Context: an optimization exercise on an open-source flow, tuned for small area and a short achievable clock period. The choices shown serve that exercise and are no tape-out recipe. RTL that was checked went through simulation tests only; none was proved equivalent to the original. No functional check of the RTL was part of run 4. Power figures rest on the tool's default switching activity, not on a simulated workload.

[flow/config.mk]
export PLATFORM = sky130hd
export DESIGN_NAME = noc_mesh_top
export DESIGN_NICKNAME = noc_mesh_top
export VERILOG_FILES = /design/flow/design.v
export SDC_FILE = /design/flow/constraint.sdc
export NUM_CORES = 4
export LEC_CHECK = 0
export CAP_MARGIN = 20
export CORE_MARGIN = 2
export CORE_UTILIZATION = 40
export CTS_BUF_LIST = sky130_fd_sc_hd__clkbuf_16
export CTS_CLUSTER_DIAMETER = 100
export CTS_CLUSTER_SIZE = 40
export SLEW_MARGIN = 20
[flow/constraint.sdc]
create_clock -name core_clock -period 10.0 [get_ports {clk}]
set_input_delay 2.0000 -clock core_clock [delete_from_list [all_inputs] [get_ports {clk}]]
set_output_delay 2.0000 -clock core_clock [all_outputs]
set_load 0.01 [all_outputs]
[flow/design.v]
module noc_mesh_top #(
  parameter int unsigned MESH_ROWS    = 2,
  parameter int unsigned MESH_COLS    = 2,
  parameter int unsigned DATA_WIDTH   = 32,
  parameter int unsigned NUM_VC       = 2,
  parameter int unsigned BUFFER_DEPTH = 4
)(
  input  logic clk,
  input  logic rst_n,
  input  logic [MESH_ROWS*MESH_COLS*(DATA_WIDTH+19)-1:0] core_inject_flit,
  input  logic [MESH_ROWS*MESH_COLS-1:0]                 core_inject_valid,
  output logic [MESH_ROWS*MESH_COLS-1:0]                 core_inject_ready,
  output logic [MESH_ROWS*MESH_COLS*(DATA_WIDTH+19)-1:0] core_eject_flit,
  output logic [MESH_ROWS*MESH_COLS-1:0]                 core_eject_valid
);
  localparam int unsigned FW = DATA_WIDTH + 19;    
  localparam int unsigned N  = 4;
  localparam int unsigned SW = DATA_WIDTH + 9;     
  function automatic logic [3:0] rr_pick(input logic [3:0] r, input logic [3:0] p);
    rr_pick = '0;
    for (int s = 0; s < 4; s++) begin
      logic clear;
      clear = 1'b1;
      for (int q = 0; q < 4; q++)
        for (int k = 0; k < 4; k++)
          if (p[q] && k < ((s - q + 4) % 4) && r[(q + k) % 4]) clear = 1'b0;
      rr_pick[s] = r[s] && clear;
    end
  endfunction
  logic [N-1:0]      occ;           
  logic [2*N-1:0]    dst;           
  logic [N*SW-1:0]   dat;           
  logic [1:0]        pdst;          
  logic [SW-1:0]     pdat;
  logic [N-1:0]      prr;           
  logic [N*N-1:0]    win;           
  logic [N-1:0]      pe;            
  logic [N-1:0]      lost;          
  logic [N-1:0]      first;         
  logic [N-1:0]      parked;        
  logic [N-1:0]      ready;         
  always_comb begin : cur
    for (int s = 0; s < N; s++) begin
      first[s] = 1'b0;
      for (int p = 0; p < N; p++) begin
        logic clear;
        clear = 1'b1;
        for (int k = 0; k < N; k++)
          if (((p + k) % N) != s && k < ((s - p + N) % N) && lost[(p + k) % N]) clear = 1'b0;
        if (prr[p] && clear) first[s] = 1'b1;
      end
    end
    parked = lost & first;
    ready  = ~lost | first;
  end : cur
  assign core_inject_ready = ready;
  logic [N-1:0]   load;
  logic [N-1:0]   occ_n;
  logic [2*N-1:0] dst_n;
  logic           pocc_n;
  logic [1:0]     pdst_n;
  logic [SW-1:0]  pdat_n;
  logic [N-1:0]   prr_n;
  logic [N-1:0]   lost_n;
  logic [N*N-1:0] win_n;
  logic [N-1:0]   pe_n;
  always_comb begin : nxt
    load = ready & core_inject_valid;
    for (int s = 0; s < N; s++) begin
      occ_n[s]        = load[s] | (occ[s] & ~ready[s]);
      dst_n[2*s +: 2] = load[s] ? core_inject_flit[s*FW + DATA_WIDTH + 1 +: 2] : dst[2*s +: 2];
    end
    pocc_n = |parked;
    pdst_n = '0;
    pdat_n = '0;
    for (int s = 0; s < N; s++) begin
      pdst_n = pdst_n | ({2{parked[s]}} & dst[2*s +: 2]);
      pdat_n = pdat_n | ({SW{parked[s]}} & dat[s*SW +: SW]);
    end
    prr_n = (|parked) ? {parked[N-2:0], parked[N-1]} : prr;
    for (int d = 0; d < N; d++) begin
      logic [N-1:0] r;
      pe_n[d] = pocc_n && (pdst_n == 2'(d));
      for (int s = 0; s < N; s++)
        r[s] = occ_n[s] && (dst_n[2*s +: 2] == 2'(d));
      win_n[d*N +: N] = pe_n[d] ? 4'b0000 : rr_pick(r, prr_n);
    end
    for (int s = 0; s < N; s++)
      lost_n[s] = occ_n[s] & ~(win_n[0*N+s] | win_n[1*N+s] | win_n[2*N+s] | win_n[3*N+s]);
  end : nxt
  always_ff @(posedge clk or negedge rst_n) begin : ctrl_regs
    if (!rst_n) begin
      occ    <= '0;
      prr    <= N'(1);
      lost   <= '0;
      win    <= '0;
      pe     <= '0;
    end else begin
      occ    <= occ_n;
      prr    <= prr_n;
      lost   <= lost_n;
      win    <= win_n;
      pe     <= pe_n;
    end
  end : ctrl_regs
  always_ff @(posedge clk) begin : data_regs
    for (int s = 0; s < N; s++)
      if (ready[s])
        dat[s*SW +: SW] <= {core_inject_flit[s*FW + DATA_WIDTH + 9 +: 8],
                            core_inject_flit[s*FW +: DATA_WIDTH + 1]};
    dst  <= dst_n;
    pdst <= pdst_n;
    pdat <= pdat_n;
  end : data_regs
  genvar gd;
  generate
    for (gd = 0; gd < N; gd = gd + 1) begin : gen_ej
      logic [SW-1:0] f;
      always_comb begin : ej_sel
        f = {SW{pe[gd]}} & pdat;
        for (int s = 0; s < N; s++)
          f = f | ({SW{win[gd*N+s]}} & dat[s*SW +: SW]);
      end : ej_sel
      assign core_eject_flit[gd*FW +: FW] = {2'b11, f[SW-1 -: 8], 8'(gd), f[DATA_WIDTH:0]};
      assign core_eject_valid[gd]         = pe[gd] | (|win[gd*N +: N]);
    end : gen_ej
  endgenerate
endmodule
[flow/flow/run.sh]
#!/bin/bash
# Own layout flow: the standard flow (standard.sh), with
#  - the port buffers that buffer_ports inserts made the smallest
#    buffer (sky130 buf_1) instead of the tool's default pick;
#  - timing repair aiming at extra setup slack (SETUP_SLACK_MARGIN).
# Clock, constraints and all other steps are the standard ones; the
# tools' output goes to standard.log and ORFS's own logs.
set -e
cd "$(dirname "$0")/.."
export BUFFER_PORTS_ARGS="-buffer_cell sky130_fd_sc_hd__buf_1"
bash standard.sh SETUP_SLACK_MARGIN=6.2 finish > standard.log 2>&1
[flow/standard.sh]
#!/bin/bash
# synth_recipe.tcl (not shown) runs the flow's synth.tcl, then flattens the netlist and writes it again
# the make line also repeats each setting of config.mk as NAME=value (left out here)
make -C /OpenROAD-flow-scripts/flow DESIGN_CONFIG=/design/flow/config.mk WORK_HOME=/design/flow/orfs CLKGATE_MAP_FILE= SYNTH_SCRIPT=/design/flow/synth_recipe.tcl "${@:-finish}"
==> flow_metrics.py, run 1 <==
metrics = {
    "timing": {
        "fmax_mhz": 248,
        "finalHoldViolCount": 0,
        "fin_crit_ns": 4.03,
        "rsz0062_at_grt": "true",
        "setup_viol": 0,
        "setup_tns_ns": 0,
        "whs_ns": 0.548,
        "clock_skew_ns": 0.0318,
        "drv_slew": 0,
        "tightest_slew_ns": 1.13,
        "fin_ws_ns": 5.97,
        "slew_headroom_pct": 24.6,
        "period_share_pct": 40.3,
    },
    "worst_setup_path": {
        "crit_required_ns": 8.00,
        "arrival_ns": 2.03,
        "path_max_fanout": 6,
        "critPathLaunchType": "flop",
        "end_kind": "primary output",
        "criticalPathCategory": "flop to primary output",
    },
    "clock_network": {
        "ctsHoldBuffers": 0,
        "clk_pin_slew_ns": 0.12,
        "clockBufferDepth": 3,
        "clock_latency_ns": 0.53,
        "htreeDepth": 1,
        "cts_tree": "yes",
        "cts_root_buffer": "clkbuf_16",
        "numCtsBuffers": 14,
        "cts_sinks": 245,
    },
    "cells_and_area": {
        "final_nets": 1837,
        "syn2layout_area_growth_pct": 27.8,
        "multiInputGateArea_sq_mm": 0.00605,
        "seqCellArea_sq_mm": 0.00679,
        "drive_above_1_share_pct": 17.8,
        "fillerInstances": 2952,
    },
    "yosys": {
        "synth_area_sq_mm": 0.0133,
        "synth-edff-count": 164,
        "syn_avg_cell_area_sq_um": 10.6,
        "ys_seq_area_share_pct": 50.4,
        "ys.warnings.count": 1,
        "synth_cell_types": 67,
        "synth_top_area_share_pct": 37.0,
        "synth_top_area_cell": "edfxtp_1",
        "ys.flop_type": "edfxtp_1",
        "yosysMostFrequentCell": "a22oi_1",
        "yosys-top-cells-area": "edfxtp_1, a22oi_1, a222oi_1",
        "async_flop_share_pct": 13.1,
        "synth-seq-cells": 245,
        "synth_common_cells": "a22oi_1, nand2_1, a222oi_1, edfxtp_1, clkbuf_1",
        "synth_cells": 1261,
    },
    "placed_design": {
        "dp.final_hpwl_um": 34600,
        "io_buffers": 349,
        "pre_cts_ws_ns": 5.97,
        "gp_congestion": 0.961,
    },
    "die": {
        "fp.dieH_um": 186,
        "initial_core_util_pct": 40.7,
        "die-area_sq_mm": 0.0348,
        "core_area_sq_mm": 0.0327,
        "std_cell_rows": 66,
        "ios": 422,
        "die_w_um": 186,
    },
    "pwr": {
        "p_per_area_mw_per_mm2": 264,
        "power_leakage_nw": 6.66,
        "ir_drop_v": 0.000227,
    },
    "detailed_routing": {
        "wl_um": 69500,
        "first_pass_iters": 11,
        "drc": 0,
        "viasPerCell": 6.99,
        "wl_per_cell_um": 33.4,
        "postRouteAntennaNets": 0,
        "drtIter0Drc": 3092,
        "vias": 14500,
    },
    "global_route": {
        "first_global_vias": 13500,
        "grt_pass1_wl_um": 95100,
        "overflow": 0,
        "grt_antenna_before_repair": 3,
        "grt_max_degree": 46,
        "grtUsageTotal_pct": 37.1,
    },
    "run": {
        "maxCapViolCount": 0,
    },
    "run_status": {
        "outcome": "no timing/DRC/antenna violations",
    },
    "hold_path": {
        "hp-class": "flop to flop",
    },
}
power by group:
part           switching, mW  leakage, nW  internal, mW  total (mW)
clock                  0.408        0.248         0.311       0.719
combinational           1.30         3.97         0.699        2.00
sequential             0.358         2.44          1.42        1.78
total                   2.07         6.66          2.43        4.50
state kept, by name (all words and copies together) (netlist names):
signal,flops
dat,164
dst,8
lost,4
occ,4
pdat,41
pe,4
prr,4
win,16
metal layers:
metal | GRT usage (%) | wire length (um)
met1 | 47.0 | 24600
met3 | 10.6 | 10600
met2 | 57.3 | 29900
met4 | 20.3 | 4420
met5 | 0 | 20
layout by cell type, fill, tap and decap left out, drive strengths merged, types with 4 or more instances in the layout:
| cell | instances |
|---|---|
| nand3b | 6 |
| edfxtp | 164 |
| nor3 | 10 |
| nor4 | 14 |
| nand3 | 17 |
| nor2b | 5 |
| clkbuf | 41 |
| o22ai | 5 |
| buf | 446 |
| a22oi | 250 |
| o41ai | 4 |
| o211ai | 5 |
| a21oi | 10 |
| mux2 | 13 |
| inv | 20 |
| o21ai | 17 |
| conb | 40 |
| nor3b | 5 |
| dfxtp | 49 |
| dfrtp | 31 |
| nor2 | 31 |
| a222oi | 164 |
| a211oi | 5 |
| nand2 | 235 |
metrics by stage:
step	power (mW)	cell area, sq um	cells	utilization (%)
floorplan	2.59	13500	1299	-
global placement	3.32	14700	1944	45.0
detailed placement	3.34	14700	1945	45.1
CTS	4.36	16600	2052	50.8
global route	4.64	17000	2078	52.0
finish	4.50	17000	2078	52.0
what timing repair did:
action | 4_1_cts | 5_1_grt
gates resized for setup | 102 | 34
setup endpoints to repair | 172 | 170
buffers inserted | 81 | 18
pin swaps | 105 | 98
gates cloned | 2 | 7
logic make-up after synthesis:
logic type | share of synthesized area (%)
flip-flops | 50.4
AND/OR/NAND/NOR | 11.4
multiplexers | 1.25
AO/OA/AOI/OAI | 30.7
buffers and inverters | 6.25
other | 0.0564
worst max-delay path, cell delays in order (launching register included):
cell	delay, ns
dfrtp_4	0.59
buf_12	0.17
a222oi_1	0.42
nand2_1	0.16
buf_1	0.15
area by class of cell:
| type | instances | share of cell area, % |
|---|---|---|
| well taps | 442 | 3.25 |
| multi-input cells | 878 | 35.5 |
| repair buffers | 472 | 18.0 |
| diodes | 1 | 0.0147 |
| inverters | 16 | 0.375 |
| clock inverters | 9 | 0.742 |
| clock buffers | 15 | 2.21 |
| flip-flops and latches | 245 | 39.9 |
worst paths after layout:
path,start,end,slack (ns),cells after the start
min,dst[6]$_DFF_P_,dst[6]$_DFF_P_,0.55,2
min reg2reg,dst[6]$_DFF_P_,dst[6]$_DFF_P_,0.55,2
max,pe[0]$_DFF_PN0_,core_eject_flit[27],5.97,4
max in group asynchronous,rst_n,win[11]$_DFF_PN0_,8.11,2
min in group asynchronous,rst_n,prr[2]$_DFF_PN0_,1.49,2
max reg2reg,lost[1]$_DFF_PN0_,lost[2]$_DFF_PN0_,6.37,9
==> inputs of run 2 (changes only) <==
--- a/flow/flow/run.sh
+++ b/flow/flow/run.sh
@@ -8,4 +8,4 @@
 set -e
 cd "$(dirname "$0")/.."
 export BUFFER_PORTS_ARGS="-buffer_cell sky130_fd_sc_hd__buf_1"
-bash standard.sh SETUP_SLACK_MARGIN=6.2 finish > standard.log 2>&1
+bash standard.sh SETUP_SLACK_MARGIN=6.0 finish > standard.log 2>&1
--- a/flow/config.mk
+++ b/flow/config.mk
@@ -9,6 +9,6 @@
 export CORE_MARGIN = 2
 export CORE_UTILIZATION = 40
 export CTS_BUF_LIST = sky130_fd_sc_hd__clkbuf_16
-export CTS_CLUSTER_DIAMETER = 100
-export CTS_CLUSTER_SIZE = 40
+export CTS_CLUSTER_DIAMETER = 70
+export CTS_CLUSTER_SIZE = 30
 export SLEW_MARGIN = 20
==> run 2 against run 1 <==
Wire length fell by 0.38%. Area after synthesis did not move. Critical path depth did not move. Fmax fell by 0.19%. Critical path type unchanged. Largest cell class unchanged. Highest routed layer unchanged.
==> flow_metrics.py, run 2 <==
metrics = {
    "run_status": {
        "outcome": "no timing/DRC/antenna violations",
    },
    "worst_setup_path": {
        "r2r.worst_path.cells": 11,
        "arrival_ns": 2.03,
        "r2r-start": "lost[2]$_DFF_PN0_",
        "path_max_fanout": 22,
        "criticalPathCategory": "flop to primary output",
        "rr_endpoint": "lost[3]$_DFF_PN0_",
        "end_kind": "primary output",
        "critPathLaunchType": "flop",
        "r2r_slack_ns": 6.40,
        "crit_required_ns": 8.00,
    },
    "global_route": {
        "grt_max_degree": 48,
        "overflow": 0,
        "first_global_vias": 13600,
        "grt_antenna_before_repair": 6,
        "grt_pass1_wl_um": 93200,
        "grtUsageTotal_pct": 36.3,
    },
    "timing": {
        "finalHoldViolCount": 0,
        "fmax_mhz": 248,
        "period_share_pct": 40.3,
        "rsz0062_at_grt": "true",
        "clock_skew_ns": 0.0203,
        "drv_slew": 0,
        "setup_tns_ns": 0,
        "fin_crit_ns": 4.03,
        "fin_ws_ns": 5.97,
        "setup_viol": 0,
        "tightest_slew_ns": 0.964,
        "slew_headroom_pct": 35.6,
    },
    "hold_path": {
        "hold_path_depth": 1,
        "holdCritStartpoint": "dst[4]$_DFF_P_",
        "worstHoldEndpoint": "dst[4]$_DFF_P_",
        "hp-class": "flop to flop",
    },
    "run": {
        "maxCapViolCount": 0,
    },
    "pwr": {
        "p_total_mw": 4.55,
        "p_per_area_mw_per_mm2": 271,
        "ir_drop_v": 0.000258,
        "power_leakage_nw": 6.37,
    },
    "clock_network": {
        "clk_pin_slew_ns": 0.08,
        "ctsHoldBuffers": 0,
        "numCtsBuffers": 21,
        "cts_tree": "yes",
        "clockBufferDepth": 3,
        "cts_sinks": 245,
        "htreeDepth": 1,
        "cts_root_buffer": "clkbuf_16",
        "clock_latency_ns": 0.56,
    },
    "die": {
        "fp.dieH_um": 186,
        "core_area_sq_mm": 0.0327,
        "initial_core_util_pct": 40.7,
        "die-area_sq_mm": 0.0348,
        "ios": 422,
        "std_cell_rows": 66,
        "die_w_um": 186,
    },
    "cells_and_area": {
        "drive_above_1_share_pct": 13.3,
        "fillerInstances": 2969,
        "largest_reg_flops": 164,
        "final_common_cell": "buf_1",
        "syn2layout_area_growth_pct": 26.0,
        "largest-register": "dat",
        "final_area_sq_mm": 0.0168,
        "layout_common_cells": "buf_1, a22oi_1, nand2_1",
        "seqCellArea_sq_mm": 0.00679,
        "multiInputGateArea_sq_mm": 0.00601,
        "utilization_pct": 51.3,
        "final_nets": 1812,
        "reg_top3": "dat: 164 flops, pdat: 41 flops, win: 16 flops",
    },
    "detailed_routing": {
        "drc": 0,
        "met2_length_um": 30200,
        "drtIter0Drc": 3023,
        "postRouteAntennaNets": 0,
        "wl_per_cell_um": 33.6,
        "wl_um": 69200,
        "viasPerCell": 7.02,
        "met3_length_um": 10700,
        "top_layer_used": "met5",
        "first_pass_iters": 13,
        "met1_length_um": 23900,
        "vias": 14500,
    },
    "yosys": {
        "synth_common_cells": "a22oi_1, nand2_1, a222oi_1, edfxtp_1, clkbuf_1",
        "synth-edff-count": 164,
        "ys.warnings.count": 1,
        "synth_top_area_share_pct": 37.0,
        "yosysMostFrequentCell": "a22oi_1",
        "synth_area_sq_mm": 0.0133,
        "synth-seq-cells": 245,
        "synth_top_area_cell": "edfxtp_1",
        "synth_cell_types": 67,
        "ys.flop_type": "edfxtp_1",
        "ys_seq_area_share_pct": 50.4,
        "syn_avg_cell_area_sq_um": 10.6,
        "async_flop_share_pct": 13.1,
        "yosys-top-cells-area": "edfxtp_1, a22oi_1, a222oi_1",
        "synth_cells": 1261,
    },
    "placed_design": {
        "place_area_sq_mm": 0.0147,
        "pre_cts_ws_ns": 5.64,
        "gp_congestion": 0.986,
        "io_buffers": 349,
        "dp.final_hpwl_um": 34000,
    },
}
run 2: cell types whose count changed in the layout (fill, tap and decap cells not counted), moves of 3 or more:
cell | previous run | this run
buf_1 | 288 | 339
buf_12 | 36 | 30
buf_16 | 4 | 8
buf_2 | 39 | 3
buf_4 | 62 | 41
buf_6 | 9 | 1
clkbuf_2 | 19 | 8
clkinv_8 | 0 | 3
inv_6 | 2 | 8
nor2_1 | 25 | 28
run 2: logic make-up (layout without fill, tap and decap cells):
family	count (synthesis)	after routing	share of synthesized area (%)
muxes	15	15	1.25
AOI/OAI and AO/OA	482	482	30.7
other	2	43	0.0564
and+or+nand+nor	340	340	11.4
DFF	245	245	50.4
buffers and inverters	177	495	6.25
run 2: where the power goes:
group	total [mW]	internal [mW]	switching, mW
logic	1.85	0.621	1.23
registers	1.83	1.42	0.408
clock network	0.874	0.413	0.461
run 2: layout make-up:
class                      count  share of cell area, %
sequential                   245                   40.5
multi-input combinational    877                   35.8
timing repair buffer         441                   15.9
tap                          442                   3.30
clock buffer                  21                   3.13
clock inverter                17                   1.01
inverter                      16                  0.373
antenna                        3                 0.0447
run 2: repair_timing:
| item | CTS | global route |
|---|---|---|
| endpoints found under the setup margin | 172 | 89 |
| hold endpoints to repair | 0 | 0 |
| gates resized for setup | 42 | 14 |
| pin swaps | 3 | 39 |
| setup buffers | 45 | 32 |
| cloned | 0 | 3 |
run 2: through the flow:
stage / instances / hold slack (ns)
final: 2062 / 0.555
after global placement: 1941 / 0.526
after floorplan: 1299 / 0.483
after global routing: 2060 / 0.600
after detailed placement: 1941 / 0.534
after CTS: 2024 / 0.554
run 2: worst max path at each step:
stage               slack (ns)         startpoint                    to
floorplan                 6.00   prr[0]$_DFF_PN1_  core_inject_ready[1]
global placement          5.66  lost[3]$_DFF_PN0_  core_inject_ready[2]
detailed placement        5.64  lost[3]$_DFF_PN0_  core_inject_ready[2]
CTS                       5.93   win[6]$_DFF_PN0_   core_eject_flit[66]
global route              5.93    pe[2]$_DFF_PN0_  core_eject_flit[129]
finish                    5.97   win[1]$_DFF_PN0_   core_eject_flit[21]
run 2: critical path: stages (launching register included):
cell and delay (ns):
dfrtp_4 0.77, buf_12 0.28, a22oi_1 0.10, nand2_1 0.13
buf_1 0.16
run 2: metal layers:
metal | up-vias | track usage, %
met5 | - | 0
met4 | 4 | 19.0
met3 | 300 | 11.2
met2 | 1492 | 56.7
met1 | 6833 | 45.3
li1 | 5855 | -
==> inputs of run 3 (changes only) <==
--- a/flow/design.v
+++ b/flow/design.v
@@ -35,6 +35,7 @@
   logic [N-1:0]      prr;           
   logic [N*N-1:0]    win;           
   logic [N-1:0]      pe;            
+  logic              pocc;          
   logic [N-1:0]      lost;          
   logic [N-1:0]      first;         
   logic [N-1:0]      parked;        
@@ -93,17 +94,17 @@
       occ    <= '0;
       prr    <= N'(1);
       lost   <= '0;
-      win    <= '0;
-      pe     <= '0;
+      pocc   <= 1'b0;
     end else begin
       occ    <= occ_n;
       prr    <= prr_n;
       lost   <= lost_n;
-      win    <= win_n;
-      pe     <= pe_n;
+      pocc   <= pocc_n;
     end
   end : ctrl_regs
   always_ff @(posedge clk) begin : data_regs
+    win  <= win_n;
+    pe   <= pe_n;
     for (int s = 0; s < N; s++)
       if (ready[s])
         dat[s*SW +: SW] <= {core_inject_flit[s*FW + DATA_WIDTH + 9 +: 8],
@@ -122,7 +123,7 @@
           f = f | ({SW{win[gd*N+s]}} & dat[s*SW +: SW]);
       end : ej_sel
       assign core_eject_flit[gd*FW +: FW] = {2'b11, f[SW-1 -: 8], 8'(gd), f[DATA_WIDTH:0]};
-      assign core_eject_valid[gd]         = pe[gd] | (|win[gd*N +: N]);
+      assign core_eject_valid[gd]         = (pe[gd] & pocc) | (|(win[gd*N +: N] & occ));
     end : gen_ej
   endgenerate
 endmodule
==> run 3 against run 2 <==
Sequential share of layout area is 1.9 points higher. Fmax is 1.6% higher. Sequential power hardly changed. Critical endpoint is now core_inject_ready[2]. Largest power group is now sequential cells.
==> flow_metrics.py, run 3 <==
metrics = {
    "clock_network": {
        "clock_latency_ns": 0.55,
        "cts_sinks": 246,
        "clk_pin_slew_ns": 0.08,
        "cts_root_buffer": "clkbuf_16",
        "numCtsBuffers": 22,
        "htreeDepth": 1,
        "clockBufferDepth": 3,
        "ctsHoldBuffers": 0,
        "cts_tree": "yes",
    },
    "timing": {
        "tightest_slew_ns": 0.836,
        "whs_ns": 0.586,
        "setup_viol": 0,
        "clock_skew_ns": 0.0187,
        "drv_slew": 0,
        "period_share_pct": 39.7,
        "fin_ws_ns": 6.03,
        "fmax_mhz": 252,
        "fin_crit_ns": 3.97,
        "slew_headroom_pct": 44.3,
        "finalHoldViolCount": 0,
        "rsz0062_at_grt": "true",
        "setup_tns_ns": 0,
    },
    "worst_setup_path": {
        "max_stage_delay_ns": 0.48,
        "r2r.worst_path.cells": 9,
        "path_max_fanout": 6,
        "rr_endpoint": "lost[2]$_DFF_PN0_",
        "slowest_stage": "dfrtp_1",
        "path_cells": "and2b_1, nor2_4, nand3_4, buf_1",
        "arrival_ns": 1.97,
        "crit_family": "simple AND/OR/NAND/NOR gates",
        "end_kind": "primary output",
        "criticalPathCategory": "flop to primary output",
        "r2r-start": "lost[1]$_DFF_PN0_",
        "crit_required_ns": 8.00,
        "crit_cells": 4,
        "critPathLaunchType": "flop",
        "crit_buf_inv": 1,
        "r2r_slack_ns": 6.14,
    },
    "yosys": {
        "syn_avg_cell_area_sq_um": 10.4,
        "yosysMostFrequentCell": "a22oi_1",
        "synth-seq-cells": 246,
        "ys.flop_type": "edfxtp_1",
        "synth_cells": 1266,
        "yosys-top-cells-area": "edfxtp_1, a22oi_1, a222oi_1",
        "synth_top_area_cell": "edfxtp_1",
        "synth_cell_types": 52,
        "ys_seq_area_share_pct": 50.4,
        "ys.warnings.count": 1,
        "synth_area_sq_mm": 0.0132,
        "async_flop_share_pct": 5.28,
        "synth-edff-count": 164,
        "synth_top_area_share_pct": 37.4,
        "synth_common_cells": "a22oi_1, nand2_1, a222oi_1",
    },
    "cells_and_area": {
        "final_cells": 2011,
        "final_area_sq_mm": 0.0158,
        "final_common_cell": "buf_1",
        "fillerInstances": 3052,
        "utilization_pct": 48.7,
        "layout_common_cells": "buf_1, a22oi_1, nand2_1",
        "final_nets": 1760,
        "largest-register": "dat",
        "drive_above_1_share_pct": 9.07,
        "reg_top3": "dat: 164 flops, pdat: 41 flops, win: 16 flops",
        "syn2layout_area_growth_pct": 20.1,
        "largest_reg_flops": 164,
    },
    "die": {
        "ios": 422,
        "std_cell_rows": 66,
        "fp.dieH_um": 185,
        "core_area_sq_mm": 0.0325,
        "die-area_sq_mm": 0.0344,
        "die_w_um": 185,
        "initial_core_util_pct": 40.6,
    },
    "global_route": {
        "overflow": 0,
        "grt_antenna_before_repair": 3,
        "first_global_vias": 13100,
        "grt_pass1_wl_um": 83600,
        "grt_max_degree": 45,
        "grtUsageTotal_pct": 32.7,
    },
    "detailed_routing": {
        "wl_per_cell_um": 29.8,
        "first_pass_iters": 12,
        "drc": 0,
        "wl_um": 60000,
        "vias": 13700,
        "viasPerCell": 6.82,
        "postRouteAntennaNets": 0,
        "drtIter0Drc": 2942,
    },
    "pwr": {
        "p_total_mw": 4.39,
        "switchingPower_mw": 2.01,
        "intPower_mw": 2.37,
        "combPwrFrac_pct": 36.7,
        "ir_drop_v": 0.000191,
        "swShare_pct": 45.9,
        "pwr-share-seq_pct": 42.2,
        "p_clk_share_pct": 21.1,
        "p_per_area_mw_per_mm2": 277,
        "power_leakage_nw": 5.91,
    },
    "placed_design": {
        "dp.final_hpwl_um": 35000,
        "dp_cells": 1953,
        "io_buffers": 349,
        "pre_cts_ws_ns": 6.11,
        "place_area_sq_mm": 0.0147,
        "gp_congestion": 0.956,
    },
    "run": {
        "maxCapViolCount": 0,
    },
    "hold_path": {
        "holdCritStartpoint": "dat[154]$_DFFE_PN_",
        "worstHoldEndpoint": "pdat[31]$_DFF_P_",
        "hold_path_depth": 2,
        "hp-class": "flop to flop",
    },
    "run_status": {
        "outcome": "no timing/DRC/antenna violations",
    },
}
==> run 3: cell count changes after synthesis, sizes merged, moves of 4 or more <==
cell     before  now
dfxtp        49   69
dfrtp        31   12
nand3        16    9
nand3b        6   13
nor2         31   24
o2111ai       1    8
nor4         14    8
mux2i         2    7
o211ai        5    0
o21ai        17   22
a222oi      164  168
clkbuf      116  120
o41ai         4    0
==> run 3: tightest hold or removal path: stages, from the launching register on <==
cell and delay (ns):
edfxtp_1 0.42, a22oi_1 0.08, nand2_1 0.06
==> run 3: logic make-up (layout without fill, tap and decap cells) <==
group	Yosys count	count (layout)	share of synthesized area [%]
other	2	43	0.0570
buffers and inverters	182	443	6.37
AOI/OAI and AO/OA	489	489	30.9
muxes	21	21	1.73
and+or+nand+nor	326	327	10.6
DFF	246	246	50.4
==> run 3: worst max path at each step <==
| stage | to | slack [ns] | startpoint |
|---|---|---|---|
| CTS | core_inject_ready[0] | 5.93 | lost[1]$_DFF_PN0_ |
| global route | core_inject_ready[3] | 5.96 | lost[2]$_DFF_PN0_ |
| finish | core_inject_ready[2] | 6.03 | lost[1]$_DFF_PN0_ |
| floorplan | core_inject_ready[1] | 5.93 | prr[2]$_DFF_PN0_ |
| global placement | core_inject_ready[0] | 6.07 | lost[3]$_DFF_PN0_ |
| detailed placement | core_inject_ready[0] | 6.11 | lost[3]$_DFF_PN0_ |
==> run 3: cell type report <==
class                           count  area [sq um]  area share (%)
Antenna cell                        3          7.51          0.0475
Clock buffer                       23           576            3.64
Clock inverter                     17           195            1.23
Inverter                           16          60.1           0.380
Multi-Input combinational cell    877          5960            37.7
Sequential cell                   246          6710            42.4
Tap cell                          442           553            3.50
Timing Repair Buffer              387          1760            11.1
==> run 3: metal layers <==
layer	track usage [%]	share of wire (%)
met5	0	0.018
met4	16.3	4.9
met3	8.18	14
met2	51.0	45
met1	42.2	36
==> run 3: what timing repair did <==
item	in CTS	in global routing
setup buffers	2	12
cloned	1	0
pin swaps	2	6
gates resized for setup	42	14
endpoints found under the setup margin	171	25
==> run 3: power by group through the flow <==
stage	Sequential [mW]	Clock, mW	Combinational, mW
floorplan	1.63	0	0.957
global placement	1.85	0	1.49
detailed placement	1.86	0	1.49
CTS	1.85	0.938	1.52
global route	1.88	0.974	1.71
finish	1.85	0.928	1.61
==> inputs of run 4 (changes only) <==
--- a/flow/design.v
+++ b/flow/design.v
@@ -78,7 +78,12 @@
       pdst_n = pdst_n | ({2{parked[s]}} & dst[2*s +: 2]);
       pdat_n = pdat_n | ({SW{parked[s]}} & dat[s*SW +: SW]);
     end
-    prr_n = (|parked) ? {parked[N-2:0], parked[N-1]} : prr;
+    if (|parked)
+      prr_n = {parked[N-2:0], parked[N-1]};
+    else if (!(|occ) && !pocc)
+      prr_n = N'(1);
+    else
+      prr_n = prr;
     for (int d = 0; d < N; d++) begin
       logic [N-1:0] r;
       pe_n[d] = pocc_n && (pdst_n == 2'(d));
@@ -92,12 +97,10 @@
   always_ff @(posedge clk or negedge rst_n) begin : ctrl_regs
     if (!rst_n) begin
       occ    <= '0;
-      prr    <= N'(1);
       lost   <= '0;
       pocc   <= 1'b0;
     end else begin
       occ    <= occ_n;
-      prr    <= prr_n;
       lost   <= lost_n;
       pocc   <= pocc_n;
     end
@@ -105,6 +108,7 @@
   always_ff @(posedge clk) begin : data_regs
     win  <= win_n;
     pe   <= pe_n;
+    prr  <= prr_n;
     for (int s = 0; s < N; s++)
       if (ready[s])
         dat[s*SW +: SW] <= {core_inject_flit[s*FW + DATA_WIDTH + 9 +: 8],
==> run 4 against run 3 <==
Combinational power up 88%. Sequential power up 15%. Non-clock buffer count is 4 higher. Clock skew down 0.0047 ns. Clock-buffer cell count unchanged. Critical path type unchanged.
==> flow_metrics.py, run 4 <==
metrics = {
    "worst_setup_path": {
        "crit_buf_inv": 2,
        "criticalPathCategory": "flop to primary output",
        "end_kind": "primary output",
        "critPathLaunchType": "flop",
        "slowest_stage": "dfxtp_2",
        "path_max_fanout": 34,
        "arrival_ns": 2.02,
        "crit_family": "buffers and inverters",
        "crit_required_ns": 8.00,
        "max_stage_delay_ns": 0.42,
        "path_cells": "buf_8, a222oi_1, nand2_1, buf_1",
    },
    "global_route": {
        "top_usage_layer": "met2",
        "grtUsageTotal_pct": 32.6,
        "first_global_vias": 13100,
        "met2_usage_pct": 51.1,
        "grtUsageMet1_pct": 42.1,
        "grt_pass1_wl_um": 83100,
        "grt_antenna_before_repair": 5,
        "overflow": 0,
        "grt_max_degree": 48,
        "grtUsageMet3_pct": 7.98,
    },
    "cells_and_area": {
        "reg_top3": "dat: 164 flops, pdat: 41 flops, win: 16 flops",
        "final_nets": 1764,
        "syn2layout_area_growth_pct": 19.6,
        "drive_above_1_share_pct": 10.4,
        "fillerInstances": 3042,
        "layout_common_cells": "buf_1, nand2_1, a222oi_1",
        "largest-register": "dat",
        "final_common_cell": "buf_1",
        "largest_reg_flops": 164,
    },
    "timing": {
        "setup_tns_ns": 0,
        "fin_crit_ns": 4.02,
        "rsz0062_at_grt": "true",
        "fin_ws_ns": 5.98,
        "finalHoldViolCount": 0,
        "drv_slew": 0,
        "clock_skew_ns": 0.0140,
        "setup_viol": 0,
        "fmax_mhz": 249,
        "period_share_pct": 40.2,
        "slew_headroom_pct": 38.9,
        "tightest_slew_ns": 0.917,
    },
    "detailed_routing": {
        "viasPerCell": 6.84,
        "wl_per_cell_um": 29.6,
        "drtIter0Drc": 2929,
        "wl_um": 59500,
        "first_pass_iters": 11,
        "drc": 0,
        "postRouteAntennaNets": 0,
        "vias": 13800,
    },
    "yosys": {
        "async_flop_share_pct": 3.66,
        "synth_common_cells": "nand2_1, a222oi_1, a22oi_1",
        "synth-edff-count": 164,
        "ys.warnings.count": 1,
        "synth_cells": 1265,
        "syn_avg_cell_area_sq_um": 10.5,
        "ys_seq_area_share_pct": 49.8,
        "synth_top_area_cell": "edfxtp_1",
        "synth_area_sq_mm": 0.0133,
        "synth-seq-cells": 246,
        "ys.flop_type": "edfxtp_1",
        "synth_top_area_share_pct": 37.1,
        "yosys-top-cells-area": "edfxtp_1, a222oi_1, dfxtp_1",
        "yosysMostFrequentCell": "nand2_1",
        "synth_cell_types": 68,
    },
    "placed_design": {
        "io_buffers": 349,
        "gp_congestion": 0.958,
        "dp.final_hpwl_um": 35700,
        "pre_cts_ws_ns": 4.87,
    },
    "die": {
        "std_cell_rows": 66,
        "initial_core_util_pct": 40.7,
        "core_area_sq_mm": 0.0326,
        "die-area_sq_mm": 0.0346,
        "die_w_um": 186,
        "fp.dieH_um": 186,
        "ios": 422,
    },
    "hold_path": {
        "hp-class": "flop to flop",
    },
    "clock_network": {
        "clk_pin_slew_ns": 0.08,
        "htreeDepth": 1,
        "cts_sinks": 246,
        "cts_tree": "yes",
        "clockBufferDepth": 3,
        "clock_latency_ns": 0.54,
        "numCtsBuffers": 22,
        "cts_root_buffer": "clkbuf_16",
    },
    "run": {
        "maxCapViolCount": 0,
    },
    "pwr": {
        "ir_drop_v": 0.000190,
        "p_per_area_mw_per_mm2": 380,
        "power_leakage_nw": 6.04,
        "p_total_mw": 6.03,
    },
    "run_status": {
        "outcome": "no timing/DRC/antenna violations",
    },
}
[run 4: cell count changes after synthesis, sizes merged, moves of 4 or more]
cell     delta
a22oi      -83
a222oi     +41
nand2      +39
o2111ai     -7
clkbuf      -6
buf         +5
dfxtp       +4
nor3        -4
nor4        -4
[run 4: cells by family (layout without fill, tap and decap cells)]
family          after synthesis  in the layout  share of synthesized area [%]
compound gates              449            449                           29.5
buf+inv                     180            447                           6.45
flops                       246            246                           49.8
mux                          21             21                           1.71
other cells                   2             42                         0.0566
simple gates                367            367                           12.5
[run 4: repair_timing]
item                       CTS  global route
setup buffers                8             6
pin swaps                    4             8
setup endpoints to repair  162            45
resized for setup           55            21
hold buffers                 0             0
gates cloned                 2             0
[run 4: layout make-up]
cell class              instances  area, sq um  area share (%)
clock buffers                  23          576            3.63
clock inverters                17          166            1.05
multi-input cells             877         6010            37.9
diodes                          2         5.00          0.0315
repair buffers                391         1810            11.4
inverters                      15         60.1           0.379
flip-flops and latches        246         6680            42.1
well taps                     442          553            3.49
repair inverters                1         5.00          0.0315
[run 4: worst paths after layout]
kind | startpoint | to | slack, ns | cells after the start
setup / recovery | pe[3]$_DFF_P_ | core_eject_flit[153] | 5.98 | 4
hold / removal | dat[66]$_DFFE_PN_ | pdat[25]$_DFF_P_ | 0.54 | 2
setup reg to reg | lost[1]$_DFF_PN0_ | lost[2]$_DFF_PN0_ | 6.49 | 8
hold reg to reg | dat[66]$_DFFE_PN_ | pdat[25]$_DFF_P_ | 0.54 | 2
max in group asynchronous | rst_n | lost[2]$_DFF_PN0_ | 8.09 | 1
min in group asynchronous | rst_n | occ[1]$_DFF_PN0_ | 1.46 | 1
[run 4: layer usage]
layer,vias to the layer above,wire (um)
met5,-,30
met4,6,3170
met3,237,8400
met2,1373,26600
met1,6417,21400
li1,5750,-
[run 4: metrics by stage]
stage | util (%) | std cells | cell area, sq um | hold WS [ns]
finish | 48.6 | 2014 | 15900 | 0.543
global route | 48.6 | 2012 | 15900 | 0.576
floorplan | - | 1303 | 13400 | 0.497
detailed placement | 45.1 | 1956 | 14700 | 0.534
global placement | 45.1 | 1956 | 14700 | 0.524
CTS | 48.2 | 2006 | 15700 | 0.547
[run 4: worst register-to-register path: stages, from the launching register on]
cell and delay (ns):
dfrtp_2 0.49, or3b_4 0.45, o2111ai_4 0.25, buf_4 0.78, mux2i_1 0.56, nor2_1 0.08
o22ai_1 0.27, a211oi_1 0.15, nor4_2 0.35
[run 4: power breakdown]
part,internal (mW),switching (mW),total [mW],leakage (nW)
logic,1.01,2.01,3.02,3.25
clock network,0.446,0.451,0.897,0.371
registers,1.54,0.580,2.12,2.42
==> inputs of run 5 (changes only) <==
--- a/flow/design.v
+++ b/flow/design.v
@@ -41,16 +41,6 @@
   logic [N-1:0]      parked;        
   logic [N-1:0]      ready;         
   always_comb begin : cur
-    for (int s = 0; s < N; s++) begin
-      first[s] = 1'b0;
-      for (int p = 0; p < N; p++) begin
-        logic clear;
-        clear = 1'b1;
-        for (int k = 0; k < N; k++)
-          if (((p + k) % N) != s && k < ((s - p + N) % N) && lost[(p + k) % N]) clear = 1'b0;
-        if (prr[p] && clear) first[s] = 1'b1;
-      end
-    end
     parked = lost & first;
     ready  = ~lost | first;
   end : cur
@@ -63,6 +53,7 @@
   logic [SW-1:0]  pdat_n;
   logic [N-1:0]   prr_n;
   logic [N-1:0]   lost_n;
+  logic [N-1:0]   first_n;
   logic [N*N-1:0] win_n;
   logic [N-1:0]   pe_n;
   always_comb begin : nxt
@@ -78,12 +69,7 @@
       pdst_n = pdst_n | ({2{parked[s]}} & dst[2*s +: 2]);
       pdat_n = pdat_n | ({SW{parked[s]}} & dat[s*SW +: SW]);
     end
-    if (|parked)
-      prr_n = {parked[N-2:0], parked[N-1]};
-    else if (!(|occ) && !pocc)
-      prr_n = N'(1);
-    else
-      prr_n = prr;
+    prr_n = (|parked) ? {parked[N-2:0], parked[N-1]} : prr;
     for (int d = 0; d < N; d++) begin
       logic [N-1:0] r;
       pe_n[d] = pocc_n && (pdst_n == 2'(d));
@@ -93,22 +79,34 @@
     end
     for (int s = 0; s < N; s++)
       lost_n[s] = occ_n[s] & ~(win_n[0*N+s] | win_n[1*N+s] | win_n[2*N+s] | win_n[3*N+s]);
+    for (int s = 0; s < N; s++) begin
+      first_n[s] = 1'b0;
+      for (int p = 0; p < N; p++) begin
+        logic clear;
+        clear = 1'b1;
+        for (int k = 0; k < N; k++)
+          if (k < ((s - p + N) % N) && lost_n[(p + k) % N]) clear = 1'b0;
+        if (prr_n[p] && clear) first_n[s] = 1'b1;
+      end
+    end
   end : nxt
   always_ff @(posedge clk or negedge rst_n) begin : ctrl_regs
     if (!rst_n) begin
       occ    <= '0;
+      prr    <= N'(1);
       lost   <= '0;
       pocc   <= 1'b0;
     end else begin
       occ    <= occ_n;
+      prr    <= prr_n;
       lost   <= lost_n;
       pocc   <= pocc_n;
     end
   end : ctrl_regs
   always_ff @(posedge clk) begin : data_regs
-    win  <= win_n;
-    pe   <= pe_n;
-    prr  <= prr_n;
+    win   <= win_n;
+    pe    <= pe_n;
+    first <= first_n;
     for (int s = 0; s < N; s++)
       if (ready[s])
         dat[s*SW +: SW] <= {core_inject_flit[s*FW + DATA_WIDTH + 9 +: 8],
==> run 5 against run 4 <==
Still clean on timing, DRC and antenna. Fmax shrank 0.18%. Synthesized cell count fell by 1.1%. Setup slack worse by 0.0073 ns. Sequential share of layout area grew 0.92 points. Area after synthesis down 0.10%. Worst hold slack worse by 0.027 ns. Via count shrank 1.4%. Highest routed layer is now met4.
==> flow_metrics.py, run 5 <==
metrics = {
    "yosys": {
        "syn_avg_cell_area_sq_um": 10.6,
        "synth-edff-count": 164,
        "synth_area_sq_mm": 0.0132,
        "ys_seq_area_share_pct": 50.7,
        "synth-seq-cells": 250,
        "synth_top_area_cell": "edfxtp_1",
        "ys.flop_type": "edfxtp_1",
        "yosys-top-cells-area": "edfxtp_1, a22oi_1, a222oi_1",
        "ys.warnings.count": 1,
        "synth_cell_types": 71,
        "yosysMostFrequentCell": "a22oi_1",
        "async_flop_share_pct": 5.20,
        "synth_common_cells": "a22oi_1, nand2_1, a222oi_1",
        "synth_cells": 1251,
        "synth_top_area_share_pct": 37.2,
    },
    "run_status": {
        "outcome": "no timing/DRC/antenna violations",
    },
    "pwr": {
        "power_leakage_nw": 5.99,
        "combPwrFrac_pct": 35.4,
        "p_per_area_mw_per_mm2": 280,
        "ir_drop_v": 0.000158,
        "swShare_pct": 44.4,
        "intPower_mw": 2.46,
        "p_clk_share_pct": 22.0,
        "switchingPower_mw": 1.96,
        "pwr-share-seq_pct": 42.6,
    },
    "die": {
        "std_cell_rows": 66,
        "die_w_um": 186,
        "ios": 422,
        "die-area_sq_mm": 0.0346,
        "core_area_sq_mm": 0.0325,
        "initial_core_util_pct": 40.7,
        "fp.dieH_um": 186,
    },
    "global_route": {
        "grt_antenna_before_repair": 1,
        "grt_pass1_wl_um": 83700,
        "grtUsageTotal_pct": 32.8,
        "first_global_vias": 13000,
        "overflow": 0,
        "grt_max_degree": 46,
    },
    "clock_network": {
        "ctsHoldBuffers": 0,
        "clock_latency_ns": 0.54,
        "cts_root_buffer": "clkbuf_16",
        "numCtsBuffers": 22,
        "htreeDepth": 1,
        "cts_tree": "yes",
        "clk_pin_slew_ns": 0.08,
        "cts_sinks": 250,
        "clockBufferDepth": 3,
    },
    "timing": {
        "clock_skew_ns": 0.0194,
        "drv_slew": 0,
        "rsz0062_at_grt": "true",
        "finalHoldViolCount": 0,
        "setup_tns_ns": 0,
        "whs_ns": 0.516,
        "tightest_slew_ns": 0.901,
        "fin_crit_ns": 4.02,
        "slew_headroom_pct": 39.9,
        "fmax_mhz": 248,
        "setup_viol": 0,
        "period_share_pct": 40.2,
    },
    "cells_and_area": {
        "drive_above_1_share_pct": 8.23,
        "syn2layout_area_growth_pct": 19.1,
        "final_area_sq_mm": 0.0158,
        "largest-register": "dat",
        "utilization_pct": 48.5,
        "reg_top3": "dat: 164 flops, pdat: 41 flops, win: 16 flops",
        "layout_common_cells": "buf_1, a22oi_1, nand2_1",
        "final_common_cell": "buf_1",
        "largest_reg_flops": 164,
        "fillerInstances": 3053,
        "final_nets": 1738,
        "final_cells": 1988,
    },
    "worst_setup_path": {
        "path_max_fanout": 27,
        "r2r-start": "first[0]$_SDFF_PP1_",
        "path_cells": "nand2b_4, clkbuf_8, buf_1",
        "slowest_stage": "dfxtp_2",
        "criticalPathCategory": "flop to primary output",
        "critPathLaunchType": "flop",
        "r2r_slack_ns": 6.53,
        "end_kind": "primary output",
        "max_stage_delay_ns": 0.53,
        "rr_endpoint": "first[2]$_SDFF_PP1_",
        "r2r.worst_path.cells": 10,
        "arrival_ns": 2.02,
        "crit_required_ns": 8.00,
    },
    "detailed_routing": {
        "drc": 0,
        "vias": 13600,
        "wl_um": 59200,
        "viasPerCell": 6.83,
        "postRouteAntennaNets": 0,
        "first_pass_iters": 12,
        "drtIter0Drc": 2725,
        "wl_per_cell_um": 29.8,
    },
    "hold_path": {
        "worstHoldEndpoint": "dst[1]$_DFF_P_",
        "holdCritStartpoint": "dst[1]$_DFF_P_",
        "hp-class": "flop to flop",
        "hold_path_depth": 2,
    },
    "placed_design": {
        "dp_cells": 1939,
        "io_buffers": 349,
        "place_area_sq_mm": 0.0147,
        "dp.final_hpwl_um": 36100,
        "gp_congestion": 0.978,
    },
    "run": {
        "maxCapViolCount": 0,
    },
}
run 5: area by class of cell:
cell class	instances	area (sq um)	share of cell area [%]
Sequential cell	250	6790	43.0
Multi-Input combinational cell	847	5790	36.7
Timing Repair Buffer	382	1730	11.0
Clock buffer	23	576	3.65
Tap cell	442	553	3.51
Clock inverter	17	240	1.52
Inverter	25	93.8	0.595
Antenna cell	2	5.00	0.0317
run 5: kinds of logic (layout without fill, tap and decap cells):
| kind of cell | count (synthesis) | after routing | synth area share, % |
|---|---|---|---|
| simple gates | 311 | 312 | 10.7 |
| mux | 2 | 2 | 0.170 |
| other cells | 2 | 42 | 0.0567 |
| buf+inv | 193 | 447 | 6.89 |
| flops | 250 | 250 | 50.7 |
| compound gates | 493 | 493 | 31.5 |
run 5: metal layers:
| metal | part of all wire (%) | wire, um | vias to the layer above | track usage, % |
|---|---|---|---|---|
| met5 | 0 | 0 | - | 0 |
| met4 | 4.8 | 2840 | 0 | 16.6 |
| met3 | 14 | 8040 | 212 | 7.83 |
| met2 | 45 | 26600 | 1287 | 52.0 |
| met1 | 37 | 21700 | 6402 | 41.9 |
| li1 | - | - | 5683 | - |
run 5: per-stage QoR:
stage                     worst slack [ns]  power (mW)
after detailed placement              5.90        3.36
after CTS                             5.88        4.37
final                                 5.98        4.42
after floorplan                       6.38        2.59
after global routing                  5.95        4.61
after global placement                5.89        3.34
run 5: worst max path at each step:
stage / slack (ns) / cells after the start / to / from
after floorplan: 6.38 / 8 / first[1]$_SDFF_PP1_ / core_inject_flit[187]
after global routing: 5.95 / 3 / core_inject_ready[3] / first[3]$_SDFF_PP1_
final: 5.98 / 3 / core_inject_ready[3] / first[3]$_SDFF_PP1_
after CTS: 5.88 / 3 / core_inject_ready[3] / lost[3]$_DFF_PN0_
after global placement: 5.89 / 9 / first[1]$_SDFF_PP1_ / core_inject_flit[187]
after detailed placement: 5.90 / 8 / first[3]$_SDFF_PP1_ / core_inject_flit[85]
run 5: timing repair:
action                     4_1_cts  5_1_grt
cloned                           2        0
setup buffers                    0        5
gates resized for setup         42       18
pin swaps                        1        3
setup endpoints to repair      167       50
run 5: power groups by stage:
stage / clock, mW / combinational (mW) / sequential (mW)
floorplan: 0 / 0.925 / 1.66
global route: 1.02 / 1.67 / 1.91
finish: 0.973 / 1.56 / 1.88
CTS: 0.985 / 1.52 / 1.86
detailed placement: 0 / 1.48 / 1.88
global placement: 0 / 1.48 / 1.87
run 5: worst max-delay path, delay by kind of cell (launching register included):
| kind | cells | cell delay (ns) |
|---|---|---|
| buffers and inverters | 2 | 0.58 |
| DFF | 1 | 0.53 |
| and+or+nand+nor | 1 | 0.34 |

## what the ideal ports hide
How much do the figures lean on ideal ports? The routed layouts below were timed once more, with nothing changed but the port constraints. Step 1 assumes that a clkbuf_16 drives the clock port and a buf_2 every other input. Step 2, shift: input delay + t, output delay - t, t = (earliest + latest rising clock arrival at the registers) / 2. This alone moves slack from input paths to output paths. a / b / c = ideal / step 1 / step 2; a / b = the first two.
run | t (ns) | setup slack, ns | clock arrival spread, ns | worst data-port slew with drivers (ns) | pins driven straight from the clock port
run 1 | 0.573 | 5.973 / 5.922 / 6.126 | 0.039 / 0.039 | 0.10 | 1
run 2 | 0.599 | 5.965 / 5.915 / 6.201 | 0.025 / 0.026 | 0.15 | 1
run 3 | 0.587 | 6.030 / 5.977 / 6.144 | 0.025 / 0.025 | 0.10 | 1
run 4 | 0.583 | 5.983 / 5.931 / 6.303 | 0.018 / 0.019 | 0.09 | 1
run 5 | 0.585 | 5.975 / 5.923 / 5.830 | 0.021 / 0.021 | 0.10 | 1
After both steps every run listed still meets setup and hold. For run 5, which loses most, drivers alone change the setup slack by -0.052 ns; drivers and shift together by -0.145 ns.
